Background: an optimization exercise with open tools, aiming at small area. Do not read the settings as production practice.
At most, simulation tests tie the RTL to the original design; equivalence was not proved.
For runs 2 and 5, only the layout was checked, not whether the RTL still works.
Power figures rest on the tool's default switching activity, not on a simulated workload.

**flow/flow/run.sh**
```bash
#!/bin/bash
# Standard ORFS layout, with the port buffers made as sky130_fd_sc_hd__buf_1
# and a clock tree of sky130_fd_sc_hd__clkbuf_4 without dummy loads.
set -euo pipefail
bash standard.sh synth > synth.log 2>&1
export BUFFER_PORTS_ARGS="-buffer_cell sky130_fd_sc_hd__buf_1"
export CTS_ARGS="-sink_clustering_enable -repair_clock_nets -dont_use_dummy_load -buf_list sky130_fd_sc_hd__clkbuf_4"
bash standard.sh > layout.log 2>&1
```
**flow/config.mk**
```make
export PLATFORM = sky130hd
export DESIGN_NAME = cq
export DESIGN_NICKNAME = cq
export VERILOG_FILES = /design/flow/design.v
export SDC_FILE = /design/flow/constraint.sdc
export NUM_CORES = 4
export LEC_CHECK = 0
export CAP_MARGIN = 20
export CORE_MARGIN = 2
export CORE_UTILIZATION = 55
export SLEW_MARGIN = 20
```
**flow/constraint.sdc**
```tcl
create_clock -name core_clock -period 5.0 [get_ports {clk}]
set_input_delay 1.0000 -clock core_clock [delete_from_list [all_inputs] [get_ports {clk}]]
set_output_delay 1.0000 -clock core_clock [all_outputs]
set_load 0.01 [all_outputs]
```
**flow/standard.sh**
```bash
#!/bin/bash
# synth_recipe.tcl (not shown) runs the flow's synth.tcl, then flattens the netlist and writes it again
# the make line also repeats each setting of config.mk as NAME=value (left out here)
make -C /OpenROAD-flow-scripts/flow DESIGN_CONFIG=/design/flow/config.mk WORK_HOME=/design/flow/orfs CLKGATE_MAP_FILE= SYNTH_SCRIPT=/design/flow/synth_recipe.tcl "${@:-finish}"
```
**flow/design.v**
```verilog
module invert (input wire i, output wire o);
   assign o = !i;
endmodule
module and2 (input wire i0, i1, output wire o);
  assign o = i0 & i1;
endmodule
module or2 (input wire i0, i1, output wire o);
  assign o = i0 | i1;
endmodule
module xor2 (input wire i0, i1, output wire o);
  assign o = i0 ^ i1;
endmodule
module nand2 (input wire i0, i1, output wire o);
   wire t;
   and2 and2_0 (i0, i1, t);
   invert invert_0 (t, o);
endmodule
module nor2 (input wire i0, i1, output wire o);
   wire t;
   or2 or2_0 (i0, i1, t);
   invert invert_0 (t, o);
endmodule
module xnor2 (input wire i0, i1, output wire o);
   wire t;
   xor2 xor2_0 (i0, i1, t);
   invert invert_0 (t, o);
endmodule
module and3 (input wire i0, i1, i2, output wire o);
   wire t;
   and2 and2_0 (i0, i1, t);
   and2 and2_1 (i2, t, o);
endmodule
module or3 (input wire i0, i1, i2, output wire o);
   wire t;
   or2 or2_0 (i0, i1, t);
   or2 or2_1 (i2, t, o);
endmodule
module nor3 (input wire i0, i1, i2, output wire o);
   wire t;
   or2 or2_0 (i0, i1, t);
   nor2 nor2_0 (i2, t, o);
endmodule
module nand3 (input wire i0, i1, i2, output wire o);
   wire t;
   and2 and2_0 (i0, i1, t);
   nand2 nand2_1 (i2, t, o);
endmodule
module xor3 (input wire i0, i1, i2, output wire o);
   wire t;
   xor2 xor2_0 (i0, i1, t);
   xor2 xor2_1 (i2, t, o);
endmodule
module xnor3 (input wire i0, i1, i2, output wire o);
   wire t;
   xor2 xor2_0 (i0, i1, t);
   xnor2 xnor2_0 (i2, t, o);
endmodule
module mux2 (input wire i0, i1, j, output wire o);
  assign o = (j==0)?i0:i1;
endmodule
module mux4 (input wire [0:3] i, input wire j1, j0, output wire o);
  wire  t0, t1;
  mux2 mux2_0 (i[0], i[1], j1, t0);
  mux2 mux2_1 (i[2], i[3], j1, t1);
  mux2 mux2_2 (t0, t1, j0, o);
endmodule
module mux8 (input wire [0:7] i, input wire j2, j1, j0, output wire o);
  wire  t0, t1;
  mux4 mux4_0 (i[0:3], j2, j1, t0);
  mux4 mux4_1 (i[4:7], j2, j1, t1);
  mux2 mux2_0 (t0, t1, j0, o);
endmodule
module demux2 (input wire i, j, output wire o0, o1);
  assign o0 = (j==0)?i:1'b0;
  assign o1 = (j==1)?i:1'b0;
endmodule
module demux4 (input wire i, j1, j0, output wire [0:3] o);
  wire  t0, t1;
  demux2 demux2_0 (i, j1, t0, t1);
  demux2 demux2_1 (t0, j0, o[0], o[1]);
  demux2 demux2_2 (t1, j0, o[2], o[3]);
endmodule
module demux8 (input wire i, j2, j1, j0, output wire [0:7] o);
  wire  t0, t1;
  demux2 demux2_0 (i, j2, t0, t1);
  demux4 demux4_0 (t0, j1, j0, o[0:3]);
  demux4 demux4_1 (t1, j1, j0, o[4:7]);
endmodule
module df (input wire clk, in, output wire out);
  reg df_out;
  always@(posedge clk) df_out <= in;
  assign out = df_out;
endmodule
module dfr (input wire clk, reset, in, output wire out);
  wire reset_, df_in;
  invert invert_0 (reset, reset_);
  and2 and2_0 (in, reset_, df_in);
  df df_0 (clk, df_in, out);
endmodule
module dfrl (input wire clk, reset, load, in, output wire out);
  wire _in;
  mux2 mux2_0(out, in, load, _in);
  dfr dfr_1(clk, reset, _in, out);
endmodule
module dfs (input wire clk, set, in, output wire out);
  wire dfr_in,dfr_out;
  invert invert_0(in, dfr_in);
  invert invert_1(dfr_out, out);
  dfr dfr_2(clk, set, dfr_in, dfr_out);
endmodule
module dfsl (input wire clk, set, load, in, output wire out);
  wire _in;
  mux2 mux2_0(out, in, load, _in);
  dfs dfs_1(clk, set, _in, out);
endmodule
module fa (input wire i0, i1, cin, output wire sum, cout);
   wire t0, t1, t2;
   xor3 _i0 (i0, i1, cin, sum);
   and2 _i1 (i0, i1, t0);
   and2 _i2 (i1, cin, t1);
   and2 _i3 (cin, i0, t2);
   or3 _i4 (t0, t1, t2, cout);
endmodule
module addsub (input wire addsub, i0, i1, cin, output wire sumdiff, cout);
  wire t;
  fa _i0 (i0, t, cin, sumdiff, cout);
  xor2 _i1 (i1, addsub, t);
endmodule
module alu_slice (input wire [1:0] op, input wire i0, i1, cin, output wire o, cout);
   wire t_sumdiff, t_and, t_or, t_andor;
   addsub _i0 (op[0], i0, i1, cin, t_sumdiff, cout);
   and2 _i1 (i0, i1, t_and);
   or2 _i2 (i0, i1, t_or);
   mux2 _i3 (t_and, t_or, op[0], t_andor);
   mux2 _i4 (t_sumdiff, t_andor, op[1], o);
endmodule
module alu (input wire [1:0] op, input wire [15:0] i0, i1,
    output wire [15:0] o, output wire cout);
   wire	[14:0] c;
   alu_slice _i0 (op, i0[0], i1[0], op[0] , o[0], c[0]);
   alu_slice _i1 (op, i0[1], i1[1], c[0], o[1], c[1]);
   alu_slice _i2 (op, i0[2], i1[2], c[1], o[2], c[2]);
   alu_slice _i3 (op, i0[3], i1[3], c[2], o[3], c[3]);
   alu_slice _i4 (op, i0[4], i1[4], c[3], o[4], c[4]);
   alu_slice _i5 (op, i0[5], i1[5], c[4], o[5], c[5]);
   alu_slice _i6 (op, i0[6], i1[6], c[5], o[6], c[6]);
   alu_slice _i7 (op, i0[7], i1[7], c[6], o[7], c[7]);
   alu_slice _i8 (op, i0[8], i1[8], c[7], o[8], c[8]);
   alu_slice _i9 (op, i0[9], i1[9], c[8], o[9], c[9]);
   alu_slice _i10 (op, i0[10], i1[10], c[9] , o[10], c[10]);
   alu_slice _i11 (op, i0[11], i1[11], c[10], o[11], c[11]);
   alu_slice _i12 (op, i0[12], i1[12], c[11], o[12], c[12]);
   alu_slice _i13 (op, i0[13], i1[13], c[12], o[13], c[13]);
   alu_slice _i14 (op, i0[14], i1[14], c[13], o[14], c[14]);
   alu_slice _i15 (op, i0[15], i1[15], c[14], o[15], cout);
endmodule
module reg_file (input wire clk, reset, wr, input wire [2:0] rd_addr_a, rd_addr_b, wr_addr, input wire [15:0] d_in, output wire [15:0] d_out_a, d_out_b);
	wire [15:0] t0, t1, t2, t3, t4, t5, t6, t7, reg_op0, reg_op1,  reg_op2,  reg_op3,  reg_op4,  reg_op5,  reg_op6,  reg_op7;
	wire [0:7] wrload;
	STBitDemux8 writer(wr_addr, d_in, t0, t1, t2, t3, t4, t5, t6, t7);
	demux8 load_demux(wr, wr_addr[2], wr_addr[1], wr_addr[0], wrload);
	STBitReg reg_0(clk, reset, wrload[0], d_in, reg_op0);
	STBitReg reg_1(clk, reset, wrload[1], d_in, reg_op1);
	STBitReg reg_2(clk, reset, wrload[2], d_in, reg_op2);
	STBitReg reg_3(clk, reset, wrload[3], d_in, reg_op3);
	STBitReg reg_4(clk, reset, wrload[4], d_in, reg_op4);
	STBitReg reg_5(clk, reset, wrload[5], d_in, reg_op5);
	STBitReg reg_6(clk, reset, wrload[6], d_in, reg_op6);
	STBitReg reg_7(clk, reset, wrload[7], d_in, reg_op7);
	STBitMux8 read_a(rd_addr_a, reg_op0, reg_op1,  reg_op2,  reg_op3,  reg_op4,  reg_op5,  reg_op6,  reg_op7, d_out_a);
	STBitMux8 read_b(rd_addr_b, reg_op0, reg_op1,  reg_op2,  reg_op3,  reg_op4,  reg_op5,  reg_op6,  reg_op7, d_out_b);
endmodule
module reg_alu (input wire clk, reset, sel, wr, input wire [1:0] op, input wire [2:0] rd_addr_a,
		rd_addr_b, wr_addr, input wire [15:0] d_in, output wire [15:0] d_out_a, d_out_b, output wire cout);
	wire [15:0] alu_outp, reg_din;
	wire alu_cout;
	reg_file reg_m(clk, reset, wr, rd_addr_a, rd_addr_b, wr_addr, reg_din, d_out_a, d_out_b);
	STBitMux2 din_mux(d_in, alu_outp, sel, reg_din);
	alu alu_m(op, d_out_a, d_out_b, alu_outp, alu_cout);
	dfr cout_dfr(clk, reset, alu_cout, cout);
endmodule
module STBitReg(input wire clk, rst, load, input wire[15:0] inp, output wire [15:0] outp);
	dfrl dfrl_0( clk, rst, load, inp[0], outp[0] );
	dfrl dfrl_1( clk, rst, load, inp[1], outp[1] );
	dfrl dfrl_2( clk, rst, load, inp[2], outp[2] );
	dfrl dfrl_3( clk, rst, load, inp[3], outp[3] );
	dfrl dfrl_4( clk, rst, load, inp[4], outp[4] );
	dfrl dfrl_5( clk, rst, load, inp[5], outp[5] );
	dfrl dfrl_6( clk, rst, load, inp[6], outp[6] );
	dfrl dfrl_7( clk, rst, load, inp[7], outp[7] );
	dfrl dfrl_8( clk, rst, load, inp[8], outp[8] );
	dfrl dfrl_9( clk, rst, load, inp[9], outp[9] );
	dfrl dfrl_10( clk, rst, load, inp[10], outp[10] );
	dfrl dfrl_11( clk, rst, load, inp[11], outp[11] );
	dfrl dfrl_12( clk, rst, load, inp[12], outp[12] );
	dfrl dfrl_13( clk, rst, load, inp[13], outp[13] );
	dfrl dfrl_14( clk, rst, load, inp[14], outp[14] );
	dfrl dfrl_15( clk, rst, load, inp[15], outp[15] );
endmodule
module STBitDemux8(input wire [2:0] s, input wire [15:0] inp, output [15:0] o0, o1, o2, o3, o4, o5, o6, o7);
	demux8 b_0( inp[0], s[2], s[1], s[0], { o0[0], o1[0], o2[0], o3[0], o4[0], o5[0], o6[0], o7[0] } );
	demux8 b_1( inp[1], s[2], s[1], s[0], { o0[1], o1[1], o2[1], o3[1], o4[1], o5[1], o6[1], o7[1] } );
	demux8 b_2( inp[2], s[2], s[1], s[0], { o0[2], o1[2], o2[2], o3[2], o4[2], o5[2], o6[2], o7[2] } );
	demux8 b_3( inp[3], s[2], s[1], s[0], { o0[3], o1[3], o2[3], o3[3], o4[3], o5[3], o6[3], o7[3] } );
	demux8 b_4( inp[4], s[2], s[1], s[0], { o0[4], o1[4], o2[4], o3[4], o4[4], o5[4], o6[4], o7[4] } );
	demux8 b_5( inp[5], s[2], s[1], s[0], { o0[5], o1[5], o2[5], o3[5], o4[5], o5[5], o6[5], o7[5] } );
	demux8 b_6( inp[6], s[2], s[1], s[0], { o0[6], o1[6], o2[6], o3[6], o4[6], o5[6], o6[6], o7[6] } );
	demux8 b_7( inp[7], s[2], s[1], s[0], { o0[7], o1[7], o2[7], o3[7], o4[7], o5[7], o6[7], o7[7] } );
	demux8 b_8( inp[8], s[2], s[1], s[0], { o0[8], o1[8], o2[8], o3[8], o4[8], o5[8], o6[8], o7[8] } );
	demux8 b_9( inp[9], s[2], s[1], s[0], { o0[9], o1[9], o2[9], o3[9], o4[9], o5[9], o6[9], o7[9] } );
	demux8 b_10( inp[10], s[2], s[1], s[0], { o0[10], o1[10], o2[10], o3[10], o4[10], o5[10], o6[10], o7[10] } );
	demux8 b_11( inp[11], s[2], s[1], s[0], { o0[11], o1[11], o2[11], o3[11], o4[11], o5[11], o6[11], o7[11] } );
	demux8 b_12( inp[12], s[2], s[1], s[0], { o0[12], o1[12], o2[12], o3[12], o4[12], o5[12], o6[12], o7[12] } );
	demux8 b_13( inp[13], s[2], s[1], s[0], { o0[13], o1[13], o2[13], o3[13], o4[13], o5[13], o6[13], o7[13] } );
	demux8 b_14( inp[14], s[2], s[1], s[0], { o0[14], o1[14], o2[14], o3[14], o4[14], o5[14], o6[14], o7[14] } );
	demux8 b_15( inp[15], s[2], s[1], s[0], { o0[15], o1[15], o2[15], o3[15], o4[15], o5[15], o6[15], o7[15] } );
endmodule
module STBitMux8(input wire [2:0] s, input wire [15:0] i0, i1, i2, i3, i4, i5, i6, i7, output wire [15:0] out);
	mux8 b_0( { i0[0], i1[0], i2[0], i3[0], i4[0], i5[0], i6[0], i7[0] }, s[0], s[1], s[2], out[0] );
	mux8 b_1( { i0[1], i1[1], i2[1], i3[1], i4[1], i5[1], i6[1], i7[1] }, s[0], s[1], s[2], out[1] );
	mux8 b_2( { i0[2], i1[2], i2[2], i3[2], i4[2], i5[2], i6[2], i7[2] }, s[0], s[1], s[2], out[2] );
	mux8 b_3( { i0[3], i1[3], i2[3], i3[3], i4[3], i5[3], i6[3], i7[3] }, s[0], s[1], s[2], out[3] );
	mux8 b_4( { i0[4], i1[4], i2[4], i3[4], i4[4], i5[4], i6[4], i7[4] }, s[0], s[1], s[2], out[4] );
	mux8 b_5( { i0[5], i1[5], i2[5], i3[5], i4[5], i5[5], i6[5], i7[5] }, s[0], s[1], s[2], out[5] );
	mux8 b_6( { i0[6], i1[6], i2[6], i3[6], i4[6], i5[6], i6[6], i7[6] }, s[0], s[1], s[2], out[6] );
	mux8 b_7( { i0[7], i1[7], i2[7], i3[7], i4[7], i5[7], i6[7], i7[7] }, s[0], s[1], s[2], out[7] );
	mux8 b_8( { i0[8], i1[8], i2[8], i3[8], i4[8], i5[8], i6[8], i7[8] }, s[0], s[1], s[2], out[8] );
	mux8 b_9( { i0[9], i1[9], i2[9], i3[9], i4[9], i5[9], i6[9], i7[9] }, s[0], s[1], s[2], out[9] );
	mux8 b_10( { i0[10], i1[10], i2[10], i3[10], i4[10], i5[10], i6[10], i7[10] }, s[0], s[1], s[2], out[10] );
	mux8 b_11( { i0[11], i1[11], i2[11], i3[11], i4[11], i5[11], i6[11], i7[11] }, s[0], s[1], s[2], out[11] );
	mux8 b_12( { i0[12], i1[12], i2[12], i3[12], i4[12], i5[12], i6[12], i7[12] }, s[0], s[1], s[2], out[12] );
	mux8 b_13( { i0[13], i1[13], i2[13], i3[13], i4[13], i5[13], i6[13], i7[13] }, s[0], s[1], s[2], out[13] );
	mux8 b_14( { i0[14], i1[14], i2[14], i3[14], i4[14], i5[14], i6[14], i7[14] }, s[0], s[1], s[2], out[14] );
	mux8 b_15( { i0[15], i1[15], i2[15], i3[15], i4[15], i5[15], i6[15], i7[15] }, s[0], s[1], s[2], out[15] );
endmodule
module STBitMux2(input [15:0] i0, i1, input s, output [15:0] o);
    mux2 op_0( i0[0], i1[0], s, o[0] );
    mux2 op_1( i0[1], i1[1], s, o[1] );
    mux2 op_2( i0[2], i1[2], s, o[2] );
    mux2 op_3( i0[3], i1[3], s, o[3] );
    mux2 op_4( i0[4], i1[4], s, o[4] );
    mux2 op_5( i0[5], i1[5], s, o[5] );
    mux2 op_6( i0[6], i1[6], s, o[6] );
    mux2 op_7( i0[7], i1[7], s, o[7] );
    mux2 op_8( i0[8], i1[8], s, o[8] );
    mux2 op_9( i0[9], i1[9], s, o[9] );
    mux2 op_10( i0[10], i1[10], s, o[10] );
    mux2 op_11( i0[11], i1[11], s, o[11] );
    mux2 op_12( i0[12], i1[12], s, o[12] );
    mux2 op_13( i0[13], i1[13], s, o[13] );
    mux2 op_14( i0[14], i1[14], s, o[14] );
    mux2 op_15( i0[15], i1[15], s, o[15] );
endmodule
module cq(input wire clk, reset, wr, rd, input wire[15:0] din, output wire empty, full, output wire[15:0] dout);
    reg [7:1] p;    
    reg [15:0] e0, e1, e2, e3, e4, e5, e6;
    assign empty = ~|p;
    assign full  = p[7];
    wire push = wr & ~full;
    wire pop  = rd & ~empty;
    wire inc = push & ~pop, dec = pop & ~push, hld = ~(inc | dec);
    wire [8:0] q = {1'b0, p, empty};
    integer i;
    always @(posedge clk)
        for (i = 1; i < 8; i = i + 1)
            p[i] <= ~reset & ((inc & q[i-1]) | (dec & q[i+1]) | (hld & q[i]));
    always @(posedge clk) if (push) begin
        e0 <= din; e1 <= e0; e2 <= e1; e3 <= e2; e4 <= e3; e5 <= e4; e6 <= e5;
    end
    assign dout = ({16{p[1]}} & e0) | ({16{p[2]}} & e1) | ({16{p[3]}} & e2) |
                  ({16{p[4]}} & e3) | ({16{p[5]}} & e4) | ({16{p[6]}} & e5) |
                  ({16{p[7]}} & e6);
endmodule
```
==> results.txt, run 1 <==
sequential fraction of the synthesis area=around 83%; number of global-route vias before repair=~2400; Compound-Gate Fraction of Synth Area=a little under an eighth; clk_skew=0.0290 ns; Metal-1 WL=approximately 3.4 mm; clock tree from TritonCTS=built; Worst Tran Pin Value=roughly 0.98 ns; R2R Path End=e5[4]; # port buffers=37; GRT Residual Overflow=0; yosys warns=1; nets@finish=286; clock share of power=about a quarter; Syn Inst Count=roughly 220; f_max=between 0.3 and 0.4 GHz; Ports=38; 1st-iter DRT viols=~310; RSZ-0062 raised after global routing=no; Std-Cell Rows=31; Clock Latency Late Sink=about 0.46 ns; layout cell share with drive strength beyond 1=about 8%; Area after DPL=around 0.0044 sq mm; worst hold path type=flip-flop to flip-flop; GRT Total Usage=20.0%; WL/cell=approximately 22 um; Synth cell types=18; Post-synth EDFFs=between 100 and 150; Required @ worst endpoint=around 4.0 ns; Die W=91.7 um; largest family of logic cells by synthesized area=compound AO/OA/AOI/OAI gates; DP HPWL=4.30 mm; r2r startpoint=p[7]; period utilization=between 60% and 70%; via-per-instance ratio=6.35; Hold-fix buffers, CTS=0; Die Y=slightly above 90 um; Setup Viol. Count Final=0; DRC Markers=0; Final Max Slew Viols=0; Initial Utilization=a little under three fifths; clock sinks=roughly 120; Finished Cell Area=roughly 0.0046 sq mm; max layer used=met4; FF+latch count, synth=119; CP arrival=~2.1 ns; crit end category=primary output; Routed WL=around 7.8 mm; worst-path maximum fanout=20; power after layout=around 1.7 mW; first-pass GRT wire length=about 13 mm; register share of total power=69.6%; DR WL met3=a little over 500 um; clk slew on worst S/H paths=0.09 ns; max_cap viols=0; leakage=approximately 1.5 nW; largest net degree at the start of global routing=66; async set or reset register ratio after synthesis=0%; Logic pwr share=under 10%; Reg2Reg Setup Slack=~2.4 ns; NetSw=about 0.38 mW; Area Growth Syn to Fin=7.77%; postcts setup bufs=0; WL met2=roughly 3.9 mm; Syn Std Cell Area=roughly 0.0042 sq mm; Adder-Cell Fraction of Synth Area=less than 1%; Internal Power=between 1 and 1.5 mW; Sw Ratio=~22%; outcome=no timing/DRC/antenna violations; startpoint types=flip-flop; CTS buffer count=17; initial antenna violation count=0; drt pass-1 iters=5; Fin Setup TNS=0 ns; simple-gate share of the synthesized area=3.22%; CTS resizes=0; Worst Setup EP=empty; Worst R2R Path Depth=3; Period minus WS final=roughly 3.1 ns; gp weighted congestion=0.781; vias=approximately 2300; syn avg cell area=19.1 sq um; Post-DRT Antenna Nets=0; launch point of the worst path=p[5]; Pwr Density=about 380 mW/mm^2; diode count=0; Crit Path Class=flip-flop to primary output; Die ar.=around 0.0084 sq mm; Relative slew margins=between 30% and 40%; Max VDD drop=~220 uV; post-synthesis xor/xnor area fraction=0%; clock root cell=clkbuf_4; fin util=roughly 62%; Clock H-tree levels=4; mux contribution to synthesized area=0%; commonest register cell after synthesis=edfxtp_1; syn nets=~240; CTS Buffer Depth=2; CORE AREA=0.00737 sq mm; final hold vios=0
cell families after synthesis:
kind of cell | after synthesis
fa+ha+maj | 2
compound gates | 58
flops | 119
buf+inv | 16
simple gates | 27
worst max-delay path: stages (launching register included):
cell	delay, ns
dfxtp_1	0.62
or4_4	0.69
nor2_1	0.15
buf_1	0.17
synth_stat cells, types with 2 or more instances:
cell type	count	area, sq um
nand3_1	16	80.1
edfxtp_1	112	3360
buf_1	3	11.3
nor2_1	7	26.3
buf_2	6	30.0
a222oi_1	21	210
dfxtp_1	7	140
clkbuf_1	5	18.8
ha_1	2	25.0
a22oi_1	34	255
nand2b_1	2	12.5
routing by layer:
metal / vias to the layer above / track usage, %
li1: 1029 / -
met1: 1154 / 27.0
met2: 104 / 30.6
met3: 4 / 6.74
met4: 0 / 7.59
met5: - / 0
state kept, by name, indices dropped and copies added (netlist names):
name and flops:
e0 16, e1 16, e2 16, e3 16, e4 16, e5 16, e6 16, p 7
metrics by stage:
step	std cells	hold WS (ns)	worst slack, ns
floorplan	222	0.425	0.834
global placement	344	0.431	2.29
detailed placement	344	0.434	2.16
CTS	361	0.416	1.90
global route	361	0.418	1.80
finish	361	0.417	1.92
final cells by class:
| type | count | area, sq um |
|---|---|---|
| clock buffers | 17 | 128 |
| fillers | 526 | 2810 |
| inverters | 1 | 6.26 |
| multi-input cells | 87 | 656 |
| flip-flops and latches | 119 | 3500 |
| well taps | 99 | 124 |
| repair buffers | 38 | 146 |
worst min path at each step:
stage,from,endpoint,slack (ns),cells past startpoint
floorplan,e3[14],e4[14],0.43,0
global placement,e3[12],e4[12],0.43,0
detailed placement,e0[11],e1[11],0.43,0
CTS,e5[13],e6[13],0.42,0
global route,e5[13],e6[13],0.42,0
finish,e5[13],e6[13],0.42,0
cells in the final DEF (no fill, tap or decap), drive strengths merged:
cell type,n
o21a,1
nor2,7
ha,2
dfxtp,7
edfxtp,112
inv,1
or4,1
o32ai,1
nand3,16
clkbuf,17
a222oi,21
nand2b,2
or3,1
o21ai,1
a22oi,34
buf,38
power groups by stage:
stage	Clock, mW	Combinational (mW)	Sequential, mW
after global placement	0	0.0933	1.22
final	0.429	0.0973	1.21
after detailed placement	0	0.0986	1.23
after floorplan	0	0.0776	1.20
after CTS	0.446	0.0983	1.21
after global routing	0.491	0.108	1.21
==> run 2, diff against run 1 <==
--- a/flow/design.v
+++ b/flow/design.v
@@ -251,23 +251,49 @@
     mux2 op_14( i0[14], i1[14], s, o[14] );
     mux2 op_15( i0[15], i1[15], s, o[15] );
 endmodule
+module cq_dec(input wire [2:0] c, output wire [7:1] s);
+    assign s[1] = ~c[2] & ~c[1] &  c[0];
+    assign s[2] = ~c[2] &  c[1] & ~c[0];
+    assign s[3] = ~c[2] &  c[1] &  c[0];
+    assign s[4] =  c[2] & ~c[1] & ~c[0];
+    assign s[5] =  c[2] & ~c[1] &  c[0];
+    assign s[6] =  c[2] &  c[1] & ~c[0];
+    assign s[7] =  c[2] &  c[1] &  c[0];
+endmodule
+module cq_rmux(input wire [7:1] s, input wire [15:0] e0, e1, e2, e3, e4, e5, e6,
+               output wire [15:0] o);
+    assign o = ({16{s[1]}} & e0) | ({16{s[2]}} & e1) | ({16{s[3]}} & e2) |
+               ({16{s[4]}} & e3) | ({16{s[5]}} & e4) | ({16{s[6]}} & e5) |
+               ({16{s[7]}} & e6);
+endmodule
 module cq(input wire clk, reset, wr, rd, input wire[15:0] din, output wire empty, full, output wire[15:0] dout);
-    reg [7:1] p;    
+    reg [2:0] c;
     reg [15:0] e0, e1, e2, e3, e4, e5, e6;
-    assign empty = ~|p;
-    assign full  = p[7];
+    wire [7:1] s;
+    assign empty = ~c[2] & ~c[1] & ~c[0];
+    assign full  = s[7];
     wire push = wr & ~full;
     wire pop  = rd & ~empty;
-    wire inc = push & ~pop, dec = pop & ~push, hld = ~(inc | dec);
-    wire [8:0] q = {1'b0, p, empty};
-    integer i;
-    always @(posedge clk)
-        for (i = 1; i < 8; i = i + 1)
-            p[i] <= ~reset & ((inc & q[i-1]) | (dec & q[i+1]) | (hld & q[i]));
-    always @(posedge clk) if (push) begin
-        e0 <= din; e1 <= e0; e2 <= e1; e3 <= e2; e4 <= e3; e5 <= e4; e6 <= e5;
+    wire inc = push & ~pop, dec = pop & ~push;
+    always @(posedge clk) begin
+        if (reset) c <= 3'b000;
+        else begin
+            c[0] <= c[0] ^ (inc | dec);
+            c[1] <= c[1] ^ ((inc & c[0]) | (dec & ~c[0]));
+            c[2] <= c[2] ^ ((inc & c[0] & c[1]) | (dec & ~c[0] & ~c[1]));
+        end
     end
-    assign dout = ({16{p[1]}} & e0) | ({16{p[2]}} & e1) | ({16{p[3]}} & e2) |
-                  ({16{p[4]}} & e3) | ({16{p[5]}} & e4) | ({16{p[6]}} & e5) |
-                  ({16{p[7]}} & e6);
-endmodule
+    always @(posedge clk) begin
+        if (push) begin
+            e0 <= din;
+            e1 <= e0;
+            e2 <= e1;
+            e3 <= e2;
+            e4 <= e3;
+            e5 <= e4;
+            e6 <= e5;
+        end
+    end
+    cq_dec dec0 (c, s);
+    cq_rmux rmux0 (s, e0, e1, e2, e3, e4, e5, e6, dout);
+endmodule
--- a/flow/config.mk
+++ b/flow/config.mk
@@ -9,3 +9,4 @@
 export CORE_MARGIN = 2
 export CORE_UTILIZATION = 55
 export SLEW_MARGIN = 20
+export SYNTH_HIERARCHICAL = 1
==> results.txt, run 2 <==
outcome=no timing/DRC/antenna violations (unchanged); clk_skew=0.0283 ns (was 0.0290 ns); commonest non-fill, non-tap cells in the layout=edfxtp_1 (112), buf_1 (37), a22oi_1 (32), clkbuf_4 (17) (was edfxtp_1 (112), buf_1 (37), a22oi_1 (34), a222oi_1 (21), clkbuf_4 (17)); commonest register cell after synthesis=edfxtp_1 (unchanged); Internal Power=1.46 mW (was 1.35 mW); Ports=38 (unchanged); CTS Buffer Depth=2 (unchanged); startpoint types=flip-flop (unchanged); Sw Ratio=29.1% (was 21.9%); via-per-instance ratio=6.15 (was 6.35); clock sinks=115 (was 119); Post-synth EDFFs=112 (unchanged); r2r startpoint=c[1] (was p[7]); largest family of logic cells by synthesized area=compound AO/OA/AOI/OAI gates (unchanged); Logic pwr share=21.0% (was 5.6%); Fin Setup TNS=0 ns (unchanged); simple-gate share of the synthesized area=4.73% (was 3.22%); Max stage delay on crit path=0.80 ns (was 0.69 ns); leakage=1.51 nW (was 1.48 nW); GRT Residual Overflow=0 (unchanged); worst setup margin=1.59 ns (was 1.92 ns); Adder-Cell Fraction of Synth Area=0.603% (was 0.591%); GRT busiest layer=met2 (unchanged); CP arrival=2.41 ns (was 2.08 ns); nets@finish=285 (was 286); # port buffers=37 (unchanged); largest net degree at the start of global routing=65 (was 66); top cells by count, synth=edfxtp_1 (112), a22oi_1 (32), a222oi_1 (16), nand3_1 (16), buf_2 (5) (was edfxtp_1 (112), a22oi_1 (34), a222oi_1 (21), nand3_1 (16)); power after layout=2.06 mW (was 1.73 mW); Reg2Reg Setup Slack=2.84 ns (was 2.42 ns); CP max stage cell=nor3b_4 (was or4_4); layout cell share with drive strength beyond 1=11.5% (was 8.02%); diode count=0 (unchanged); clk slew on worst S/H paths=0.08 ns (was 0.09 ns); Synth area leaders=edfxtp_1 (81%), a22oi_1 (5.8%), a222oi_1 (3.9%), nand3_1 (1.9%), dfxtp_1 (1.4%) (was edfxtp_1 (79%), a22oi_1 (6.0%), a222oi_1 (5.0%), dfxtp_1 (3.3%), nand3_1 (1.9%)); Clock Latency Late Sink=0.48 ns (was 0.46 ns); clock root cell=clkbuf_4 (unchanged); syn nets=236 (was 244); register share of total power=58.4% (was 69.6%); Post-DRT Antenna Nets=0 (unchanged); Hold Path Sink=e5[12] (was e6[13]); Finished Cell Area=0.00453 sq mm (was 0.00456 sq mm); FF+latch count, synth=115 (was 119); Pwr Density=453 mW/mm^2 (was 380 mW/mm^2); Die W=90.9 um (was 91.7 um); Worst Hold Margin=0.435 ns (was 0.417 ns); Initial Utilization=56.9% (was 57.5%); GRT Total Usage=18.9% (was 20.0%); WL/cell=20.3 um (was 21.5 um); Worst R2R Path Depth=7 (was 3); area leader, netlist=edfxtp_1 (unchanged); Max VDD drop=193 uV (was 220 uV); gp weighted congestion=0.759 (was 0.781); non-filler instance count after layout=360 (was 361); max_cap viols=0 (unchanged); Syn Std Cell Area=0.00415 sq mm (was 0.00423 sq mm); Area after DPL=0.00440 sq mm (was 0.00444 sq mm); Final Max Slew Viols=0 (unchanged); final hold vios=0 (unchanged); CTS resizes=0 (unchanged); Required @ worst endpoint=4.00 ns (about the same); Relative slew margins=42.6% (was 34.7%); Syn Inst Count=214 (was 222); worst-path maximum fanout=16 (was 20); RSZ-0062 raised after global routing=no (unchanged); mux contribution to synthesized area=0.241% (was 0%); period utilization=68.2% (was 61.6%); 1st-iter DRT viols=286 (was 314); placed cell count=343 (was 344); most frequent cell after synthesis=edfxtp_1 (unchanged); yosys warns=7 (was 1); post-synthesis xor/xnor area fraction=0.422% (was 0%); GR Util met3=7.35% (was 6.74%); CORE AREA=0.00729 sq mm (was 0.00737 sq mm); Crit Path Class=flip-flop to primary output (unchanged); DRC Markers=0 (unchanged); Hold Path Origin=e4[12] (was e5[13]); postcts setup bufs=0 (unchanged); f_max=0.293 GHz (was 0.325 GHz); vias=2215 (was 2291); hold depth=0 (unchanged); R2R Path End=c[2] (was e5[4]); worst hold path type=flip-flop to flip-flop (unchanged); Period minus WS final=3.41 ns (was 3.08 ns); Die ar.=0.00826 sq mm (was 0.00842 sq mm); M2 GR Usage=28.7% (was 30.6%); number of global-route vias before repair=2248 (was 2359); commonest non-fill, non-tap cell in the layout=edfxtp_1 (unchanged); Synth cell types=23 (was 18); NetSw=0.598 mW (was 0.380 mW); Worst Tran Pin Value=0.861 ns (was 0.978 ns); Hold-fix buffers, CTS=0 (unchanged); Yosys top cell area share=81.0% (was 79.4%); clock tree from TritonCTS=built (unchanged); crit end category=primary output (unchanged); fin util=62.2% (was 61.9%); Die Y=90.9 um (was 91.7 um); Setup Viol. Count Final=0 (unchanged); CTS buffer count=17 (unchanged); Clock H-tree levels=4 (unchanged); sequential fraction of the synthesis area=82.5% (was 82.7%); clock share of power=20.6% (was 24.8%); Compound-Gate Fraction of Synth Area=9.77% (was 11.7%); first-pass GRT wire length=11.6 mm (was 12.5 mm); Std-Cell Rows=31 (unchanged); initial antenna violation count=0 (unchanged); Routed WL=7.30 mm (was 7.78 mm); async set or reset register ratio after synthesis=0% (unchanged); drt pass-1 iters=7 (was 5); DP HPWL=4.23 mm (was 4.30 mm); Area Growth Syn to Fin=9.26% (was 7.77%); worst-path cell chain=nor3b_4, a22oi_1, nand3_1, buf_1 (was or4_4, nor2_1, buf_1); pre-CTS WS=1.82 ns (was 2.16 ns); syn avg cell area=19.4 sq um (was 19.1 sq um); GR Util met1=25.3% (was 27.0%)
==> run 2: cell types whose count changed in the layout (fill, tap and decap cells not counted), moves of 2 or more <==
cell | previous run | this run
nor2_1 | 7 | 2
inv_1 | 0 | 2
buf_4 | 1 | 4
a222oi_1 | 21 | 16
nor3_1 | 0 | 2
nor3b_2 | 0 | 3
a22oi_1 | 34 | 32
xor2_1 | 0 | 2
dfxtp_1 | 7 | 3
and3b_2 | 0 | 3
==> run 2: cells by family (layout without fill, tap and decap cells) <==
group | after synthesis | after routing
muxes | 1 | 1
DFF | 115 | 115
xor gates and xnor gates | 2 | 2
AOI/OAI and AO/OA | 49 | 49
buffers and inverters | 13 | 60
adders and majority gates | 2 | 2
and+or+nand+nor | 32 | 32
==> run 2: cell type report <==
| type | instances | area [sq um] |
|---|---|---|
| Fill cell | 570 | 2760 |
| Tap cell | 99 | 124 |
| Clock buffer | 17 | 128 |
| Sequential cell | 115 | 3420 |
| Inverter | 2 | 7.51 |
| Multi-Input combinational cell | 86 | 683 |
| Timing Repair Buffer | 41 | 169 |
==> run 2: worst max-delay path, delay by kind of cell (launching register included) <==
kind / cells / cell delay [ns]
flip-flops: 1 / 0.60
AND/OR/NAND/NOR: 2 / 0.94
buffers and inverters: 1 / 0.16
AO/OA/AOI/OAI: 1 / 0.23
==> run 2: worst max path at each step <==
| stage | depth (start not counted) | startpoint | to | slack, ns |
|---|---|---|---|---|
| floorplan | 5 | wr | c[2] | 0.09 |
| global placement | 4 | c[0] | dout[14] | 1.97 |
| detailed placement | 4 | c[0] | dout[12] | 1.82 |
| CTS | 4 | c[0] | dout[13] | 1.28 |
| global route | 4 | c[0] | dout[13] | 1.41 |
| finish | 4 | c[0] | dout[13] | 1.59 |
==> run 2: metal layers <==
metal  share of wire (%)  vias to the layer above
met3                 7.2                        5
li1                    -                     1004
met4                0.85                        0
met1                  44                     1120
met5                   0                        -
met2                  48                       86
==> run 2: per-module statistics from Yosys, one instance, submodules excluded <==
module	area [sq um]	cells inside
cq_rmux	546	75
cq_dec	60.1	7
cq	3540	132
==> run 2: power groups by stage <==
stage	clock network, mW	logic (mW)	registers (mW)
2_1_floorplan	0	0.294	1.20
3_3_place_gp	0	0.415	1.20
3_5_place_dp	0	0.430	1.22
4_1_cts	0.441	0.431	1.20
5_1_grt	0.480	0.476	1.21
6_report	0.424	0.433	1.20
==> run 3, diff against run 2 <==
--- a/flow/design.v
+++ b/flow/design.v
@@ -260,11 +260,23 @@
     assign s[6] =  c[2] &  c[1] & ~c[0];
     assign s[7] =  c[2] &  c[1] &  c[0];
 endmodule
+module cq_aoi222(input wire a0, b0, a1, b1, a2, b2, output wire y);
+    assign y = ~((a0 & b0) | (a1 & b1) | (a2 & b2));
+endmodule
+module cq_rbit(input wire [7:1] s, input wire [6:0] e, output wire o);
+    wire n0, n1;
+    cq_aoi222 g0 (s[1], e[0], s[2], e[1], s[3], e[2], n0);
+    cq_aoi222 g1 (s[4], e[3], s[5], e[4], s[6], e[5], n1);
+    assign o = ~(n0 & n1 & ~(s[7] & e[6]));
+endmodule
 module cq_rmux(input wire [7:1] s, input wire [15:0] e0, e1, e2, e3, e4, e5, e6,
                output wire [15:0] o);
-    assign o = ({16{s[1]}} & e0) | ({16{s[2]}} & e1) | ({16{s[3]}} & e2) |
-               ({16{s[4]}} & e3) | ({16{s[5]}} & e4) | ({16{s[6]}} & e5) |
-               ({16{s[7]}} & e6);
+    genvar i;
+    generate
+        for (i = 0; i < 16; i = i + 1) begin : b
+            cq_rbit r (s, {e6[i], e5[i], e4[i], e3[i], e2[i], e1[i], e0[i]}, o[i]);
+        end
+    endgenerate
 endmodule
 module cq(input wire clk, reset, wr, rd, input wire[15:0] din, output wire empty, full, output wire[15:0] dout);
     reg [2:0] c;
--- a/flow/config.mk
+++ b/flow/config.mk
@@ -5,8 +5,8 @@
 export SDC_FILE = /design/flow/constraint.sdc
 export NUM_CORES = 4
 export LEC_CHECK = 0
-export CAP_MARGIN = 20
+export CAP_MARGIN = 0
 export CORE_MARGIN = 2
 export CORE_UTILIZATION = 55
-export SLEW_MARGIN = 20
+export SLEW_MARGIN = 0
 export SYNTH_HIERARCHICAL = 1
==> results.txt, run 3 <==
Max VDD drop=191 uV (was 193 uV); CP arrival=2.24 ns (was 2.41 ns); Worst Tran Pin Value=1.01 ns (was 0.861 ns); Synth cell types=19 (was 23); outcome=no timing/DRC/antenna violations (unchanged); commonest non-fill, non-tap cell in the layout=edfxtp_1 (unchanged); Hold-fix buffers, CTS=0 (unchanged); GRT Total Usage=19.9% (was 18.9%); launch point of the worst path=c[2] (was c[0]); Relative slew margins=32.3% (was 42.6%); clock root cell=clkbuf_4 (unchanged); # port buffers=37 (unchanged); postcts setup bufs=0 (unchanged); clk_skew=0.0326 ns (was 0.0283 ns); nets@finish=286 (was 285); first-pass GRT wire length=12.0 mm (was 11.6 mm); CORE AREA=0.00721 sq mm (was 0.00729 sq mm); CTS Buffer Depth=2 (unchanged); clock sinks=115 (unchanged); Reg2Reg Setup Slack=2.24 ns (was 2.84 ns); layout cell share with drive strength beyond 1=11.8% (was 11.5%); syn nets=225 (was 236); r2r startpoint=c[0] (was c[1]); final hold vios=0 (unchanged); Clock Latency Late Sink=0.47 ns (was 0.48 ns); Final Max Slew Viols=0 (unchanged); diode count=0 (unchanged); max_cap viols=0 (unchanged); Worst Setup EP=dout[15] (was dout[13]); vias=2272 (was 2215); Setup Viol. Count Final=0 (unchanged); Area Growth Syn to Fin=11.1% (was 9.26%); clk slew on worst S/H paths=0.11 ns (was 0.08 ns); WL/cell=21.1 um (was 20.3 um); CTS buffer count=17 (unchanged); R2R Path End=e4[3] (was c[2]); Buf/Inv on CP=2 (was 1); Syn Std Cell Area=0.00407 sq mm (was 0.00415 sq mm); DRC Markers=0 (unchanged); Worst Hold Margin=0.442 ns (was 0.435 ns); Period minus WS final=3.24 ns (was 3.41 ns); worst hold path type=flip-flop to flip-flop (unchanged); syn avg cell area=20.0 sq um (was 19.4 sq um); DP HPWL=4.32 mm (was 4.23 mm); Top Family by Delay on Critical Path=simple AND/OR/NAND/NOR gates (unchanged); clock tree from TritonCTS=built (unchanged); RSZ-0062 raised after global routing=no (unchanged); Max stage delay on crit path=0.55 ns (was 0.80 ns); Hold Path Origin=e2[5] (was e4[12]); drt pass-1 iters=7 (unchanged); largest net degree at the start of global routing=44 (was 65); yosys warns=7 (unchanged); cell count along the critical path=5 (was 4); Die Y=90.0 um (was 90.9 um); initial antenna violation count=0 (unchanged); CTS resizes=0 (unchanged); worst-path maximum fanout=10 (was 16); Post-synth EDFFs=112 (unchanged); area leader, netlist=edfxtp_1 (unchanged); Fin Setup TNS=0 ns (unchanged); FF+latch count, synth=115 (unchanged); async set or reset register ratio after synthesis=0% (unchanged); worst-path cell chain=nor3b_2, buf_4, a222oi_1, nand3_1, buf_1 (was nor3b_4, a22oi_1, nand3_1, buf_1); crit end category=primary output (unchanged); period utilization=64.7% (was 68.2%); Die W=90.0 um (was 90.9 um); Syn Inst Count=203 (was 214); Required @ worst endpoint=4.00 ns (about the same); commonest register cell after synthesis=edfxtp_1 (unchanged); leakage=1.52 nW (was 1.51 nW); Post-DRT Antenna Nets=0 (unchanged); commonest non-fill, non-tap cells in the layout=edfxtp_1 (112), buf_1 (37), a222oi_1 (32), clkbuf_4 (17) (was edfxtp_1 (112), buf_1 (37), a22oi_1 (32), clkbuf_4 (17)); Pwr Density=458 mW/mm^2 (was 453 mW/mm^2); CP max stage cell=nor3b_2 (was nor3b_4); gp weighted congestion=0.725 (was 0.759); Yosys top cell area share=82.7% (was 81.0%); Worst R2R Path Depth=3 (was 7); Ports=38 (unchanged); Synth area leaders=edfxtp_1 (83%), a222oi_1 (7.9%), nand3_1 (2.0%), dfxtp_1 (1.5%), nand2_1 (1.5%) (was edfxtp_1 (81%), a22oi_1 (5.8%), a222oi_1 (3.9%), nand3_1 (1.9%), dfxtp_1 (1.4%)); via-per-instance ratio=6.29 (was 6.15); Die ar.=0.00809 sq mm (was 0.00826 sq mm); GRT Residual Overflow=0 (unchanged); sequential fraction of the synthesis area=84.2% (was 82.5%); 1st-iter DRT viols=373 (was 286); startpoint types=flip-flop (unchanged); f_max=0.309 GHz (was 0.293 GHz); Routed WL=7.62 mm (was 7.30 mm); Std-Cell Rows=31 (unchanged); Crit Path Class=flip-flop to primary output (unchanged); top cells by count, synth=edfxtp_1 (112), a222oi_1 (32), nand2_1 (16), nand3_1 (16), nor3b_1 (4) (was edfxtp_1 (112), a22oi_1 (32), a222oi_1 (16), nand3_1 (16), buf_2 (5)); most frequent cell after synthesis=edfxtp_1 (unchanged); Initial Utilization=56.3% (was 56.9%); Clock H-tree levels=4 (unchanged); number of global-route vias before repair=2270 (was 2248)
==> run 3: cell types whose count changed after synthesis, sizes merged <==
cell,before,now
clkbuf,4,0
buf,7,0
a222oi,16,32
a22oi,32,0
nand2,0,16
==> run 3: logic make-up (layout without fill, tap and decap cells) <==
kind of cell    Yosys count  count (layout)  share of synthesized area [%]
flops                   115             115                           84.2
xor+xnor                  2               2                          0.431
mux                       1               1                          0.246
fa+ha+maj                 2               2                          0.615
compound gates           33              33                           8.00
simple gates             48              48                           6.31
buf+inv                   2              61                          0.185
==> run 3: how the worst min path moves through the flow <==
stage               endpoint  slack (ns)  cells after the start
floorplan              e1[0]        0.43                      0
global placement       e6[6]        0.43                      0
detailed placement    e2[10]        0.44                      0
global route           e3[5]        0.45                      0
CTS                    e3[5]        0.44                      0
finish                 e3[5]        0.44                      0
==> run 3: per-stage QoR <==
stage,util [%],area [sq um],power [mW],setup WS [ns],std cells
after floorplan,-,4070,1.48,0.0874,203
after global placement,60.8,4390,1.65,2.19,344
after detailed placement,60.8,4390,1.67,2.05,344
after CTS,62.6,4520,2.09,1.75,361
after global routing,62.6,4520,2.17,1.58,361
final,62.6,4520,2.07,1.76,361
==> run 3: cell type report <==
class,instances,area (sq um)
Fill cell,571,2700
Multi-Input combinational cell,86,657
Sequential cell,115,3420
Inverter,2,7.51
Timing Repair Buffer,42,176
Clock buffer,17,128
Tap cell,99,124
==> run 3: modules after synthesis (local to each module, per instance), excerpt <==
module,flip-flops and latches,cell area [sq um]
cq,115,3540
cq_aoi222,0,10.0
cq_dec,0,60.1
cq_rbit,0,8.76
==> run 3: report_power, final <==
part	switching (mW)	internal, mW	total, mW
Clock	0.264	0.156	0.420
Sequential	0.0583	1.14	1.19
Combinational	0.276	0.179	0.454
==> run 3: layer usage <==
metal	global-route usage, %	wire length [um]	vias to the layer above
met4	8.33	86	0
met3	7.38	682	6
met1	27.8	3210	1136
met5	0	0	-
met2	28.7	3640	130
li1	-	-	1000
==> run 3: worst reg2reg max path, stage by stage (launching register included) <==
cell     delay (ns)
dfxtp_1        0.44
and3_2         0.45
nor2b_4        0.85
buf_4          0.63
==> run 4, diff against run 3 <==
--- a/flow/config.mk
+++ b/flow/config.mk
@@ -5,8 +5,8 @@
 export SDC_FILE = /design/flow/constraint.sdc
 export NUM_CORES = 4
 export LEC_CHECK = 0
-export CAP_MARGIN = 0
+export CAP_MARGIN = 20
 export CORE_MARGIN = 2
 export CORE_UTILIZATION = 55
-export SLEW_MARGIN = 0
+export SLEW_MARGIN = 20
 export SYNTH_HIERARCHICAL = 1
==> results.txt, run 4 <==
commonest register cell after synthesis=edfxtp_1 (unchanged); Relative slew margins=32.3% (unchanged); DRC Markers=0 (unchanged); max_cap viols=0 (unchanged); area occupied by multi-input gates=657 sq um (unchanged); gp weighted congestion=0.725 (unchanged); Area after DPL=0.00439 sq mm (unchanged); launch point of the worst path=c[2] (unchanged); final hold vios=0 (unchanged); number of global-route vias before repair=2270 (unchanged); power after layout=2.07 mW (unchanged); DP HPWL=4.32 mm (unchanged); Register Area=0.00342 sq mm (unchanged); R2R Path End=e4[3] (unchanged); yosys warns=7 (unchanged); Filler cells=571 (unchanged); Worst Tran Pin Value=1.01 ns (unchanged); commonest non-fill, non-tap cell in the layout=edfxtp_1 (unchanged); top cells by count, synth=edfxtp_1 (112), a222oi_1 (32), nand2_1 (16), nand3_1 (16), nor3b_1 (4) (unchanged); Max VDD drop=191 uV (unchanged); f_max=0.309 GHz (unchanged); Synth cell types=19 (unchanged); async set or reset register ratio after synthesis=0% (unchanged); Finished Cell Area=0.00452 sq mm (unchanged); Die W=90.0 um (unchanged); FF+latch count, synth=115 (unchanged); crit end category=primary output (unchanged); GRT Total Usage=19.9% (unchanged); CTS buffer count=17 (unchanged); first-pass GRT wire length=12.0 mm (unchanged); Syn Std Cell Area=0.00407 sq mm (unchanged); commonest non-fill, non-tap cells in the layout=edfxtp_1 (112), buf_1 (37), a222oi_1 (32), clkbuf_4 (17) (unchanged); Crit Path Class=flip-flop to primary output (unchanged); worst setup margin=1.76 ns (unchanged); clk slew on worst S/H paths=0.11 ns (about the same); syn avg cell area=20.0 sq um (unchanged); 1st-iter DRT viols=373 (unchanged); most frequent cell after synthesis=edfxtp_1 (unchanged); period utilization=64.7% (unchanged); CP arrival=2.24 ns (about the same); r2r startpoint=c[0] (unchanged); Synth area leaders=edfxtp_1 (83%), a222oi_1 (7.9%), nand3_1 (2.0%), dfxtp_1 (1.5%), nand2_1 (1.5%) (unchanged); Ports=38 (unchanged); Required @ worst endpoint=4.00 ns (about the same); CTS Buffer Depth=2 (unchanged); Clock Latency Late Sink=0.47 ns (about the same); nets@finish=286 (unchanged); Syn Inst Count=203 (unchanged); Die Y=90.0 um (unchanged); Final Max Slew Viols=0 (unchanged); clock root cell=clkbuf_4 (unchanged); Post-synth EDFFs=112 (unchanged); Clock H-tree levels=4 (unchanged); Period minus WS final=3.24 ns (unchanged); drt pass-1 iters=7 (unchanged); WL/cell=21.1 um (unchanged); startpoint types=flip-flop (unchanged); Std-Cell Rows=31 (unchanged); # port buffers=37 (unchanged); Pwr Density=458 mW/mm^2 (unchanged); initial antenna violation count=0 (unchanged); Routed WL=7.62 mm (unchanged); area leader, netlist=edfxtp_1 (unchanged); Initial Utilization=56.3% (unchanged); GRT Residual Overflow=0 (unchanged); via-per-instance ratio=6.29 (unchanged); outcome=no timing/DRC/antenna violations (unchanged); worst hold path type=flip-flop to flip-flop (unchanged); syn nets=225 (unchanged); vias=2272 (unchanged); CTS resizes=0 (unchanged); clock tree from TritonCTS=built (unchanged); Fin Setup TNS=0 ns (unchanged); leakage=1.52 nW (unchanged); clock sinks=115 (unchanged); RSZ-0062 raised after global routing=no (unchanged); Yosys top cell area share=82.7% (unchanged); postcts setup bufs=0 (unchanged); clk_skew=0.0326 ns (unchanged); Worst R2R Path Depth=3 (unchanged); diode count=0 (unchanged); CORE AREA=0.00721 sq mm (unchanged); Reg2Reg Setup Slack=2.24 ns (about the same); Setup Viol. Count Final=0 (unchanged); Worst Setup EP=dout[15] (unchanged); largest net degree at the start of global routing=44 (unchanged); Post-DRT Antenna Nets=0 (unchanged); Hold-fix buffers, CTS=0 (unchanged); Die ar.=0.00809 sq mm (unchanged); sequential fraction of the synthesis area=84.2% (unchanged); layout cell share with drive strength beyond 1=11.8% (unchanged); Worst Hold Margin=0.442 ns (unchanged); pre-CTS WS=2.05 ns (unchanged); Area Growth Syn to Fin=11.1% (unchanged); worst-path maximum fanout=10 (unchanged)
[run 4: cell counts after synthesis]
No cell type changed its count.
[run 4: critical path: stages (launching register included)]
cell	delay, ns
dfxtp_1	0.51
nor3b_2	0.55
buf_4	0.32
a222oi_1	0.12
nand3_1	0.12
buf_1	0.16
[run 4: final cells by class]
class	instances	area share, %
Inverter	2	0.166
Multi-Input combinational cell	86	14.5
Clock buffer	17	2.83
Sequential cell	115	75.8
Tap cell	99	2.74
Timing Repair Buffer	42	3.91
[run 4: power breakdown]
group	switching, mW	total [mW]	leakage (nW)	internal [mW]
sequential	0.0583	1.19	1.12	1.14
clock	0.264	0.420	0.0782	0.156
combinational	0.276	0.454	0.319	0.179
total	0.598	2.07	1.52	1.47
[run 4: metrics by stage]
stage               util, %  instances
floorplan                 -        203
global placement       60.8        344
detailed placement     60.8        344
CTS                    62.6        361
global route           62.6        361
finish                 62.6        361
[run 4: layer usage]
layer | wire length (um) | GRT usage, %
met1 | 3210 | 27.8
met2 | 3640 | 28.7
met3 | 682 | 7.38
met4 | 86 | 8.33
met5 | 0 | 0
[run 4: cell families (layout without fill, tap and decap cells)]
kind of cell / after synthesis / count (layout) / share of synthesized area (%)
DFF: 115 / 115 / 84.2
AOI/OAI and AO/OA: 33 / 33 / 8.00
adders and majority gates: 2 / 2 / 0.615
and+or+nand+nor: 48 / 48 / 6.31
buffers and inverters: 2 / 61 / 0.185
xor gates and xnor gates: 2 / 2 / 0.431
muxes: 1 / 1 / 0.246
[run 4: per-module statistics from Yosys (local to each module, per instance), excerpt]
module | cells | area (sq um)
cq_aoi222 | 1 | 10.0
cq_rbit | 2 | 8.76
cq_dec | 7 | 60.1
cq | 132 | 3540
[run 4: how the worst min path moves through the flow]
stage	from	to	slack [ns]	cells past startpoint
final	e2[5]	e3[5]	0.44	0
after global routing	e2[5]	e3[5]	0.45	0
after CTS	e2[5]	e3[5]	0.44	0
after detailed placement	e1[10]	e2[10]	0.44	0
after global placement	e5[6]	e6[6]	0.43	0
after floorplan	e0[0]	e1[0]	0.43	0
==> run 5, diff against run 4 <==
--- a/flow/design.v
+++ b/flow/design.v
@@ -251,14 +251,24 @@
     mux2 op_14( i0[14], i1[14], s, o[14] );
     mux2 op_15( i0[15], i1[15], s, o[15] );
 endmodule
+module cq_and3(input wire a, b, c, output wire y);
+    assign y = a & b & c;
+endmodule
+module cq_inv(input wire a, output wire y);
+    assign y = ~a;
+endmodule
 module cq_dec(input wire [2:0] c, output wire [7:1] s);
-    assign s[1] = ~c[2] & ~c[1] &  c[0];
-    assign s[2] = ~c[2] &  c[1] & ~c[0];
-    assign s[3] = ~c[2] &  c[1] &  c[0];
-    assign s[4] =  c[2] & ~c[1] & ~c[0];
-    assign s[5] =  c[2] & ~c[1] &  c[0];
-    assign s[6] =  c[2] &  c[1] & ~c[0];
-    assign s[7] =  c[2] &  c[1] &  c[0];
+    wire [2:0] n;
+    cq_inv i0 (c[0], n[0]);
+    cq_inv i1 (c[1], n[1]);
+    cq_inv i2 (c[2], n[2]);
+    cq_and3 d1 (n[2], n[1], c[0], s[1]);
+    cq_and3 d2 (n[2], c[1], n[0], s[2]);
+    cq_and3 d3 (n[2], c[1], c[0], s[3]);
+    cq_and3 d4 (c[2], n[1], n[0], s[4]);
+    cq_and3 d5 (c[2], n[1], c[0], s[5]);
+    cq_and3 d6 (c[2], c[1], n[0], s[6]);
+    cq_and3 d7 (c[2], c[1], c[0], s[7]);
 endmodule
 module cq_aoi222(input wire a0, b0, a1, b1, a2, b2, output wire y);
     assign y = ~((a0 & b0) | (a1 & b1) | (a2 & b2));
==> results.txt, run 5 <==
outcome=no timing/DRC/antenna violations (unchanged); Hold Path Origin=e2[11] (was e2[5]); clk_skew=0.0270 ns (was 0.0326 ns); CP arrival=2.33 ns (was 2.24 ns); Fin Setup TNS=0 ns (unchanged); Clock H-tree levels=4 (unchanged); final hold vios=0 (unchanged); worst-path maximum fanout=16 (was 10); nets@finish=285 (was 286); gp weighted congestion=0.760 (was 0.725); Crit Path Class=flip-flop to primary output (unchanged); Setup Viol. Count Final=0 (unchanged); initial antenna violation count=0 (unchanged); sequential fraction of the synthesis area=84.3% (was 84.2%); commonest register cell after synthesis=edfxtp_1 (unchanged); r2r startpoint=c[0] (unchanged); Syn Std Cell Area=0.00406 sq mm (was 0.00407 sq mm); clock tree from TritonCTS=built (unchanged); CTS buffer count=17 (unchanged); CORE AREA=0.00721 sq mm (unchanged); Reg2Reg Setup Slack=2.34 ns (was 2.24 ns); Die W=89.9 um (was 90.0 um); number of global-route vias before repair=2278 (was 2270); Std-Cell Rows=31 (unchanged); postcts setup bufs=0 (unchanged); CTS resizes=0 (unchanged); RSZ-0062 raised after global routing=no (unchanged); largest net degree at the start of global routing=85 (was 44); Worst R2R Path Depth=7 (was 3); yosys warns=7 (unchanged); Finished Cell Area=0.00448 sq mm (was 0.00452 sq mm); FF+latch count, synth=115 (unchanged); CP max stage cell=dfxtp_1 (was nor3b_2); drt pass-1 iters=5 (was 7); Required @ worst endpoint=4.00 ns (about the same); WL/cell=20.3 um (was 21.1 um); Routed WL=7.32 mm (was 7.62 mm); Final Max Slew Viols=0 (unchanged); GRT Residual Overflow=0 (unchanged); # port buffers=37 (unchanged); syn avg cell area=19.7 sq um (was 20.0 sq um); Synth cell types=17 (was 19); Pwr Density=457 mW/mm^2 (was 458 mW/mm^2); fin util=62.1% (was 62.6%); crit end category=primary output (unchanged); Clock Latency Late Sink=0.49 ns (was 0.47 ns); layout cell share with drive strength beyond 1=7.66% (was 11.8%); Initial Utilization=56.3% (about the same); Yosys top cell area share=82.8% (was 82.7%); CTS Buffer Depth=2 (unchanged); worst-path cell chain=inv_1, and3_1, a222oi_1, nand3_1, buf_1 (was nor3b_2, buf_4, a222oi_1, nand3_1, buf_1); Max stage delay on crit path=0.51 ns (was 0.55 ns); Synth area leaders=edfxtp_1 (83%), a222oi_1 (7.9%), nand3_1 (2.0%), dfxtp_1 (1.5%), nand2_1 (1.5%) (unchanged); vias=2223 (was 2272); async set or reset register ratio after synthesis=0% (unchanged); Area Growth Syn to Fin=10.3% (was 11.1%); placed cell count=343 (was 344); hold depth=0 (unchanged); Buf/Inv on CP=2 (unchanged); Max VDD drop=254 uV (was 191 uV); non-filler instance count after layout=360 (was 361); Hold-fix buffers, CTS=0 (unchanged); worst hold path type=flip-flop to flip-flop (unchanged); commonest non-fill, non-tap cell in the layout=edfxtp_1 (unchanged); Period minus WS final=3.33 ns (was 3.24 ns); Post-DRT Antenna Nets=0 (unchanged); Area after DPL=0.00435 sq mm (was 0.00439 sq mm); via-per-instance ratio=6.18 (was 6.29); clk slew on worst S/H paths=0.09 ns (was 0.11 ns); Die Y=89.9 um (was 90.0 um); Relative slew margins=41.8% (was 32.3%); clock sinks=115 (unchanged); commonest non-fill, non-tap cells in the layout=edfxtp_1 (112), buf_1 (37), a222oi_1 (32), clkbuf_4 (17) (unchanged); Top Family by Delay on Critical Path=simple AND/OR/NAND/NOR gates (unchanged); first-pass GRT wire length=11.8 mm (was 12.0 mm); startpoint types=flip-flop (unchanged); f_max=0.300 GHz (was 0.309 GHz); top cells by count, synth=edfxtp_1 (112), a222oi_1 (32), nand2_1 (16), nand3_1 (16), and3_1 (8) (was edfxtp_1 (112), a222oi_1 (32), nand2_1 (16), nand3_1 (16), nor3b_1 (4)); diode count=0 (unchanged); DP HPWL=4.14 mm (was 4.32 mm); Die ar.=0.00809 sq mm (about the same); Hold Path Sink=e3[11] (was e3[5]); Worst Tran Pin Value=0.874 ns (was 1.01 ns); leakage=1.51 nW (was 1.52 nW); R2R Path End=c[1] (was e4[3]); power after layout=2.04 mW (was 2.07 mW); DRC Markers=0 (unchanged); most frequent cell after synthesis=edfxtp_1 (unchanged); Syn Inst Count=206 (was 203); period utilization=66.7% (was 64.7%); max_cap viols=0 (unchanged); syn nets=228 (was 225); GRT Total Usage=19.3% (was 19.9%); Post-synth EDFFs=112 (unchanged); clock root cell=clkbuf_4 (unchanged); Ports=38 (unchanged); area leader, netlist=edfxtp_1 (unchanged); 1st-iter DRT viols=311 (was 373)
-- run 5: worst reg2reg max path, cell delays in order (launching register included) --
cell and delay (ns):
dfxtp_1 0.40, and3_1 0.52, nor2b_4 0.81, inv_1 0.12, ha_1 0.25, mux2i_1 0.20
xor2_1 0.19, nor2_1 0.06
-- run 5: metrics by stage --
stage | hold WS, ns | worst slack, ns
floorplan | 0.425 | 0.0910
global placement | 0.429 | 2.27
detailed placement | 0.434 | 2.19
CTS | 0.436 | 1.70
global route | 0.448 | 1.52
finish | 0.435 | 1.67
-- run 5: how the worst max path moves through the flow --
stage               endpoint  slack [ns]  cells after the start  from
floorplan               c[2]        0.09                      5    wr
global placement    dout[15]        2.27                      5  c[0]
detailed placement      c[1]        2.19                      7    wr
CTS                  dout[0]        1.70                      5  c[0]
global route         dout[0]        1.52                      5  c[0]
finish               dout[0]        1.67                      5  c[0]
-- run 5: final cells by class --
class / instances / area (sq um)
repair buffers: 38 / 159
well taps: 99 / 124
flip-flops and latches: 115 / 3420
multi-input cells: 86 / 626
inverters: 5 / 18.8
clock buffers: 17 / 128
fillers: 556 / 2740
-- run 5: kinds of logic (layout without fill, tap and decap cells) --
group	Yosys count	after routing	synth area share, %
AND/OR/NAND/NOR	48	48	5.92
AO/OA/AOI/OAI	33	33	8.01
flip-flops	115	115	84.3
multiplexers	1	1	0.247
buffers and inverters	5	60	0.462
XOR/XNOR	2	2	0.432
adder cells (fa/ha/maj)	2	2	0.616
-- run 5: per-layer routing --
layer / share of wire [%] / GRT usage [%]
met1: 41 / 25.6
met2: 50 / 29.8
met3: 7.3 / 5.78
met4: 1.6 / 8.85
met5: 0 / 0
-- run 5: modules after synthesis, one instance, submodules excluded, excerpt --
module / area (sq um) / cells inside / copies in the design
cq_aoi222: 10.0 / 1 / 32
cq_and3: 6.26 / 1 / 7
cq: 3540 / 132 / 1
cq_inv: 3.75 / 1 / 3
cq_rbit: 8.76 / 2 / 16
-- run 5: where the power goes --
| part | switching, mW | internal, mW | leakage [nW] |
|---|---|---|---|
| combinational | 0.272 | 0.162 | 0.310 |
| clock | 0.270 | 0.155 | 0.0782 |
| sequential | 0.0496 | 1.14 | 1.12 |

[separate check: timing with driven ports]
In the flow no input, the clock included, has a driving cell. The finished layouts below were timed again as built, in two steps. Step 1 (the two cells are an assumption about what drives the block):
set clk [get_ports {clk}]
set_driving_cell -lib_cell sky130_fd_sc_hd__clkbuf_16 $clk
set_driving_cell -lib_cell sky130_fd_sc_hd__buf_2 [delete_from_list [all_inputs] $clk]
Step 2 times the ports against the registers' clock, not the clock port: input delays grow and output delays shrink by t, the midpoint of the rising clock arrivals with the driver on. Slacks: ideal ports / drivers / drivers and shift; pairs: ideal ports / drivers.
| run | t, ns | setup WS [ns] | hold WS [ns] | worst setup path at the end | cell pins on the clock port's net |
|---|---|---|---|---|---|
| run 1 | 0.483 | 1.921 / 1.891 / 2.178 | 0.417 / 0.417 / 0.417 | input to register | 1 |
| run 2 | 0.492 | 1.589 / 1.559 / 2.052 | 0.435 / 0.435 / 0.435 | register to output | 1 |
| run 3 | 0.482 | 1.763 / 1.734 / 2.055 | 0.442 / 0.442 / 0.442 | input to register | 1 |
| run 4 | 0.482 | 1.763 / 1.734 / 2.055 | 0.442 / 0.442 / 0.442 | input to register | 1 |
| run 5 | 0.504 | 1.667 / 1.640 / 2.144 | 0.435 / 0.435 / 0.435 | register to output | 1 |
After both steps every run listed still meets setup and hold.
